Source: an optimization exercise on an open RTL-to-GDS flow (aim: small area). Production flows keep margins and buffers that such runs may drop. RTL that was checked went through simulation tests only; none was proved equivalent to the original. Power is estimated from default activity; no workload was simulated.

==> inputs of build 32 <==
## fifo_sync
module fifo_sync(
  clk,
  aresetn,
  data_wr,
  wr_en,
  data_rd,
  rd_en,
  data_count,
  full,
  overflow,
  empty,
  underflow
);
clock: 4.0 ns
lec_check: 0
cap_margin: 20
core_margin: 2
core_utilization: 65
gpl_timing_driven: 0
slew_margin: 20
synth_hierarchical: 1
standard.sh (not shown) runs the stock make flow with config.mk's settings and CLKGATE_MAP_FILE= SYNTH_SCRIPT=/design/flow/synth_recipe.tcl, a recipe that flattens the netlist after the stock synthesis.
==> flow/flow/run.sh <==
#!/bin/bash
# Standard ORFS layout (standard.sh, synthesis unchanged) with these changes:
#  - ports are buffered with buf_1 instead of the default buffer cell;
#  - CTS uses clkbuf_8 leaves with sink clusters of 18, clkbuf_2 above
#    them, and no dummy loads.
set -euo pipefail
bash standard.sh \
  REMOVE_ABC_BUFFERS=1 \
  "BUFFER_PORTS_ARGS=-buffer_cell sky130_fd_sc_hd__buf_1" \
  "CTS_ARGS=-sink_clustering_enable -repair_clock_nets -dont_use_dummy_load -buf_list sky130_fd_sc_hd__clkbuf_8 -root_buf sky130_fd_sc_hd__clkbuf_2 -sink_clustering_size 18 -sink_clustering_max_diameter 60" \
  finish > standard_make.log 2>&1
==> inputs of build 66, as changes to build 32 <==
==> flow/design.v (replaced) <==
module fifo_sync(
  clk,
  aresetn,
  data_wr,
  wr_en,
  data_rd,
  rd_en,
  data_count,
  full,
  overflow,
  empty,
  underflow
);
  input clk;
  input aresetn;
  input [7:0] data_wr;
  input wr_en;
  output reg [7:0] data_rd;
  input rd_en;
  output reg [5:0] data_count;
  output full;
  output reg overflow;
  output empty;
  output reg underflow;
  reg [7:0] sr [0:31];
  assign full = data_count[5];
  assign empty = data_count == 6'd0;
  wire rd_ok = rd_en & ~empty;
  integer i;
  always @(posedge clk) begin
    if (wr_en) begin
      sr[0] <= data_wr;
      for (i = 1; i < 32; i = i + 1)
        sr[i] <= sr[i - 1];
    end
  end
  wire [3:0] lo_n;
  wire [7:0] hi_n;
  wire [32:0] sel;
  genvar g, j;
  generate
    for (j = 0; j < 4; j = j + 1) begin : g_lo
      fifo_nand3 u_lo(.a(rd_en), .b(data_count[1] == j[1]), .c(data_count[0] == j[0]), .y(lo_n[j]));
    end
    for (g = 0; g < 8; g = g + 1) begin : g_hi
      fifo_nand4 u_hi(.a(~data_count[5]), .b(data_count[4] == g[2]), .c(data_count[3] == g[1]),
                      .d(data_count[2] == g[0]), .y(hi_n[g]));
    end
    for (g = 0; g < 31; g = g + 1) begin : g_sel
      fifo_nor2 u_sel(.a(hi_n[(g + 1) >> 2]), .b(lo_n[(g + 1) & 3]), .y(sel[g]));
    end
  endgenerate
  assign sel[31] = rd_en & data_count[5];
  assign sel[32] = ~rd_ok;
  wire [7:0] rd_next;
  genvar b, k;
  generate
    for (b = 0; b < 8; b = b + 1) begin : g_bit
      wire [32:0] d;
      wire [10:0] t;
      wire [2:0] u;
      for (k = 0; k < 32; k = k + 1) begin : g_d
        assign d[k] = sr[k][b];
      end
      assign d[32] = data_rd[b];
      for (k = 0; k < 11; k = k + 1) begin : g_aoi
        fifo_aoi222 u_aoi(.a1(sel[3 * k]), .a2(d[3 * k]), .b1(sel[3 * k + 1]), .b2(d[3 * k + 1]),
                          .c1(sel[3 * k + 2]), .c2(d[3 * k + 2]), .y(t[k]));
      end
      fifo_nand4 u_n0(.a(t[0]), .b(t[1]), .c(t[2]), .d(t[3]), .y(u[0]));
      fifo_nand4 u_n1(.a(t[4]), .b(t[5]), .c(t[6]), .d(t[7]), .y(u[1]));
      fifo_nand3 u_n2(.a(t[8]), .b(t[9]), .c(t[10]), .y(u[2]));
      fifo_or3 u_or(.a(u[0]), .b(u[1]), .c(u[2]), .y(rd_next[b]));
    end
  endgenerate
  always @(posedge clk, negedge aresetn) begin
    if (!aresetn) begin
      data_rd <= 8'd0;
      data_count <= 6'd0;
      overflow <= 1'b0;
      underflow <= 1'b0;
    end else begin
      overflow <= wr_en & full;
      underflow <= rd_en & empty;
      data_rd <= rd_next;
      if (wr_en & ~full & ~rd_ok)
        data_count <= data_count + 6'd1;
      else if (rd_ok & ~wr_en)
        data_count <= data_count - 6'd1;
    end
  end
endmodule
module fifo_aoi222(a1, a2, b1, b2, c1, c2, y);
  input a1, a2, b1, b2, c1, c2;
  output y;
  assign y = ~((a1 & a2) | (b1 & b2) | (c1 & c2));
endmodule
module fifo_nand4(a, b, c, d, y);
  input a, b, c, d;
  output y;
  assign y = ~(a & b & c & d);
endmodule
module fifo_nand3(a, b, c, y);
  input a, b, c;
  output y;
  assign y = ~(a & b & c);
endmodule
module fifo_nor2(a, b, y);
  input a, b;
  output y;
  assign y = ~(a | b);
endmodule
module fifo_or3(a, b, c, y);
  input a, b, c;
  output y;
  assign y = a | b | c;
endmodule
==> flow/run.sh (new file) <==
#!/bin/bash
# synth_recipe.tcl (not shown) runs the flow's synth.tcl, then flattens the netlist and writes it again
# the make line also repeats each setting of config.mk as NAME=value (left out here)
make -C /OpenROAD-flow-scripts/flow DESIGN_CONFIG=/design/flow/config.mk WORK_HOME=/design/flow/orfs CLKGATE_MAP_FILE= SYNTH_SCRIPT=/design/flow/synth_recipe.tcl finish
--- a/flow/config.mk
+++ b/flow/config.mk
@@ -5,9 +5,8 @@
 export SDC_FILE = /design/flow/constraint.sdc
 export NUM_CORES = 4
 export LEC_CHECK = 0
 export CAP_MARGIN = 20
 export CORE_MARGIN = 2
-export CORE_UTILIZATION = 65
-export GPL_TIMING_DRIVEN = 0
+export CORE_UTILIZATION = 40
 export SLEW_MARGIN = 20
 export SYNTH_HIERARCHICAL = 1
removed: flow/flow/run.sh
removed: flow/standard.sh
==> inputs of build 71, as changes to build 32 <==
--- a/flow/design.v
+++ b/flow/design.v
@@ -49,42 +49,41 @@
     for (j = 0; j < 6; j = j + 1) begin : g_cn
       fifo_inv u_cn(.a(c[j]), .y(cn[j]));
     end
   endgenerate
   assign full = c[5];
-  wire o4, nonempty;
+  wire o4, z2, z3, z4, z5, a2, a3, a4, a5, nonempty;
   fifo_or4   u_o4(.a(c[0]), .b(c[1]), .c(c[2]), .d(c[3]), .y(o4));
-  fifo_or3   u_ne(.a(o4), .b(c[4]), .c(c[5]), .y(nonempty));
-  fifo_inv   u_em(.a(nonempty), .y(empty));
+  fifo_nor2  u_z2(.a(c[0]), .b(c[1]), .y(z2));
+  fifo_and2  u_z3(.a(z2), .b(cn[2]), .y(z3));
+  fifo_inv   u_z4(.a(o4), .y(z4));
+  fifo_nor2  u_z5(.a(o4), .b(c[4]), .y(z5));
+  fifo_and3  u_em(.a(z4), .b(cn[4]), .c(cn[5]), .y(empty));
+  fifo_inv   u_ne(.a(empty), .y(nonempty));
+  fifo_and2  u_a2(.a(c[0]), .b(c[1]), .y(a2));
+  fifo_and3  u_a3(.a(c[0]), .b(c[1]), .c(c[2]), .y(a3));
+  fifo_and4  u_a4(.a(c[0]), .b(c[1]), .c(c[2]), .d(c[3]), .y(a4));
+  fifo_and2  u_a5(.a(a4), .b(c[4]), .y(a5));
   wire rd_hold, cnt_up, cnt_dn;
   fifo_nand2 u_rh(.a(rd_en), .b(nonempty), .y(rd_hold));
   fifo_and3  u_up(.a(wr_en), .b(cn[5]), .c(rd_hold), .y(cnt_up));
   fifo_nor2  u_dn(.a(rd_hold), .b(wr_en), .y(cnt_dn));
-  wire [5:1] uc, dc;
-  fifo_nand2 u_u1(.a(cnt_up), .b(c[0]),  .y(uc[1]));
-  fifo_nor2  u_u2(.a(uc[1]),  .b(cn[1]), .y(uc[2]));
-  fifo_nand2 u_u3(.a(uc[2]),  .b(c[2]),  .y(uc[3]));
-  fifo_nor2  u_u4(.a(uc[3]),  .b(cn[3]), .y(uc[4]));
-  fifo_nand2 u_u5(.a(uc[4]),  .b(c[4]),  .y(uc[5]));
-  fifo_nand2 u_d1(.a(cnt_dn), .b(cn[0]), .y(dc[1]));
-  fifo_nor2  u_d2(.a(dc[1]),  .b(c[1]),  .y(dc[2]));
-  fifo_nand2 u_d3(.a(dc[2]),  .b(cn[2]), .y(dc[3]));
-  fifo_nor2  u_d4(.a(dc[3]),  .b(c[3]),  .y(dc[4]));
-  fifo_nand2 u_d5(.a(dc[4]),  .b(cn[4]), .y(dc[5]));
-  wire [5:0] tgl, c_next;
-  fifo_nor2  u_t0(.a(cnt_up), .b(cnt_dn), .y(tgl[0]));
-  fifo_nand2 u_t1(.a(uc[1]), .b(dc[1]), .y(tgl[1]));
-  fifo_nor2  u_t2(.a(uc[2]), .b(dc[2]), .y(tgl[2]));
-  fifo_nand2 u_t3(.a(uc[3]), .b(dc[3]), .y(tgl[3]));
-  fifo_nor2  u_t4(.a(uc[4]), .b(dc[4]), .y(tgl[4]));
-  fifo_nand2 u_t5(.a(uc[5]), .b(dc[5]), .y(tgl[5]));
-  fifo_xnor2 u_x0(.a(c[0]), .b(tgl[0]), .y(c_next[0]));
-  fifo_xor2  u_x1(.a(c[1]), .b(tgl[1]), .y(c_next[1]));
-  fifo_xnor2 u_x2(.a(c[2]), .b(tgl[2]), .y(c_next[2]));
-  fifo_xor2  u_x3(.a(c[3]), .b(tgl[3]), .y(c_next[3]));
-  fifo_xnor2 u_x4(.a(c[4]), .b(tgl[4]), .y(c_next[4]));
-  fifo_xor2  u_x5(.a(c[5]), .b(tgl[5]), .y(c_next[5]));
+  wire [5:0] t;
+  wire [5:1] ones = {a5, a4, a3, a2, c[0]};
+  wire [5:1] zeros = {z5, z4, z3, z2, cn[0]};
+  fifo_or2 u_t0(.a(cnt_up), .b(cnt_dn), .y(t[0]));
+  generate
+    for (j = 1; j < 6; j = j + 1) begin : g_t
+      fifo_ao22 u_t(.a1(cnt_up), .a2(ones[j]), .b1(cnt_dn), .b2(zeros[j]), .y(t[j]));
+    end
+  endgenerate
+  wire [5:0] c_next;
+  generate
+    for (j = 0; j < 6; j = j + 1) begin : g_cx
+      fifo_xor2 u_x(.a(c[j]), .b(t[j]), .y(c_next[j]));
+    end
+  endgenerate
   wire ovf_next, unf_next;
   fifo_and2 u_ovf(.a(wr_en), .b(c[5]), .y(ovf_next));
   fifo_and2 u_unf(.a(rd_en), .b(empty), .y(unf_next));
   wire [3:0] lo_n;
   wire [7:0] hi_n;
@@ -151,10 +150,15 @@
 module fifo_and3(a, b, c, y);
   input a, b, c;
   output y;
   assign y = a & b & c;
 endmodule
+module fifo_and4(a, b, c, d, y);
+  input a, b, c, d;
+  output y;
+  assign y = a & b & c & d;
+endmodule
 module fifo_or3(a, b, c, y);
   input a, b, c;
   output y;
   assign y = a | b | c;
 endmodule
@@ -186,14 +190,14 @@
 module fifo_xor2(a, b, y);
   input a, b;
   output y;
   assign y = a ^ b;
 endmodule
-module fifo_xnor2(a, b, y);
-  input a, b;
-  output y;
-  assign y = ~(a ^ b);
+module fifo_or2(a, b, y);
+  input a, b;
+  output y;
+  assign y = a | b;
 endmodule
 module fifo_ao22(a1, a2, b1, b2, y);
   input a1, a2, b1, b2;
   output y;
   assign y = (a1 & a2) | (b1 & b2);
==> flow/flow/run.sh (replaced) <==
#!/bin/bash
# Standard ORFS layout (standard.sh, synthesis unchanged) with these changes:
#  - ports are buffered with buf_1 instead of the default buffer cell;
#  - CTS uses clkbuf_8 with sink clusters of 18 and no dummy loads.
set -euo pipefail
bash standard.sh \
  REMOVE_ABC_BUFFERS=1 \
  "BUFFER_PORTS_ARGS=-buffer_cell sky130_fd_sc_hd__buf_1" \
  "CTS_ARGS=-sink_clustering_enable -repair_clock_nets -dont_use_dummy_load -buf_list sky130_fd_sc_hd__clkbuf_8 -sink_clustering_size 18 -sink_clustering_max_diameter 60" \
  finish > standard_make.log 2>&1
==> comparison <==
- Combinational power: build 66 is smaller than build 71 (21%).
- Against build 71, the via count of build 32 is larger by 0.23%.
- The highest worst setup slack belongs to build 71, the lowest to build 66.
- Between build 32 and build 71, the lower die area is in build 32 (gap 0.36%, measured against build 71).
- In build 71 the utilization is higher than in build 66, by 24 points.
- Critical path depth: build 32 < build 71 < build 66.
==> figures <==
item                                                                        build 66     build 32    build 71
Result of the run                                   no timing/DRC/antenna violations  no timing/DRC/antenna violations  no timing/DRC/antenna violations
Capturing element type of the critical path                                 register  output port    register
Clk pwr                                                                      2.33 mW      1.15 mW     1.21 mW
Worst hold-check slack                                                      0.447 ns     0.136 ns    0.371 ns
Count of buffering cells on the critical path with inverters included              0            2           1
Diode insertion count for antenna repair                                           0            1           0
Reported combinational group power                                          0.746 mW     0.926 mW    0.949 mW
Worst setup path endpoint                                              data_count[5]        empty  data_rd[7]
Xor and xnor area share after synthesis                                       0.360%       0.563%      0.561%
Worst rel slew slack                                                           32.6%        33.7%       33.9%
Worst Max-Slew Pin Slew                                                      1.01 ns     0.993 ns    0.991 ns
Global placer's final weighted congestion                                      0.802        0.829       0.847
Cell taking the most area after synthesis                                   edfxtp_1      dfxtp_1     dfxtp_1
Predominant post-synthesis flop cell                                        edfxtp_1      dfxtp_1     dfxtp_1
The RTL of build 66 was laid out without a check of its function.

==> re-timing with driven ports <==
No port has a modelled driver above. Below, the same layouts with a new extraction and two added sets of constraints. Step 1: set_driving_cell puts a clkbuf_16 on clk and a buf_2 on each other input, an assumption about the parent block. Step 2 moves the port delays by t, midway between the first and last clock arrival at a register: inputs arrive t later, outputs are due t later. That takes back most of the time a late clock gives input paths. a / b / c = ideal / step 1 / step 2; a / b = the first two.
run	t, ns	setup WS [ns]	worst setup path at the end	worst slew at a driven data input, ns	pins driven straight from the clock port
build 32	0.775	0.779 / 0.744 / 0.789	input to register	0.03	1
build 66	0.564	0.540 / 0.540 / 0.528	input to register	0.05	1
build 71	0.548	1.042 / 1.042 / 0.701	input to register	0.03	1
After both steps every run listed still meets setup and hold. For build 71, which loses most, drivers alone change the setup slack by 0.000 ns; drivers and shift together by -0.341 ns.
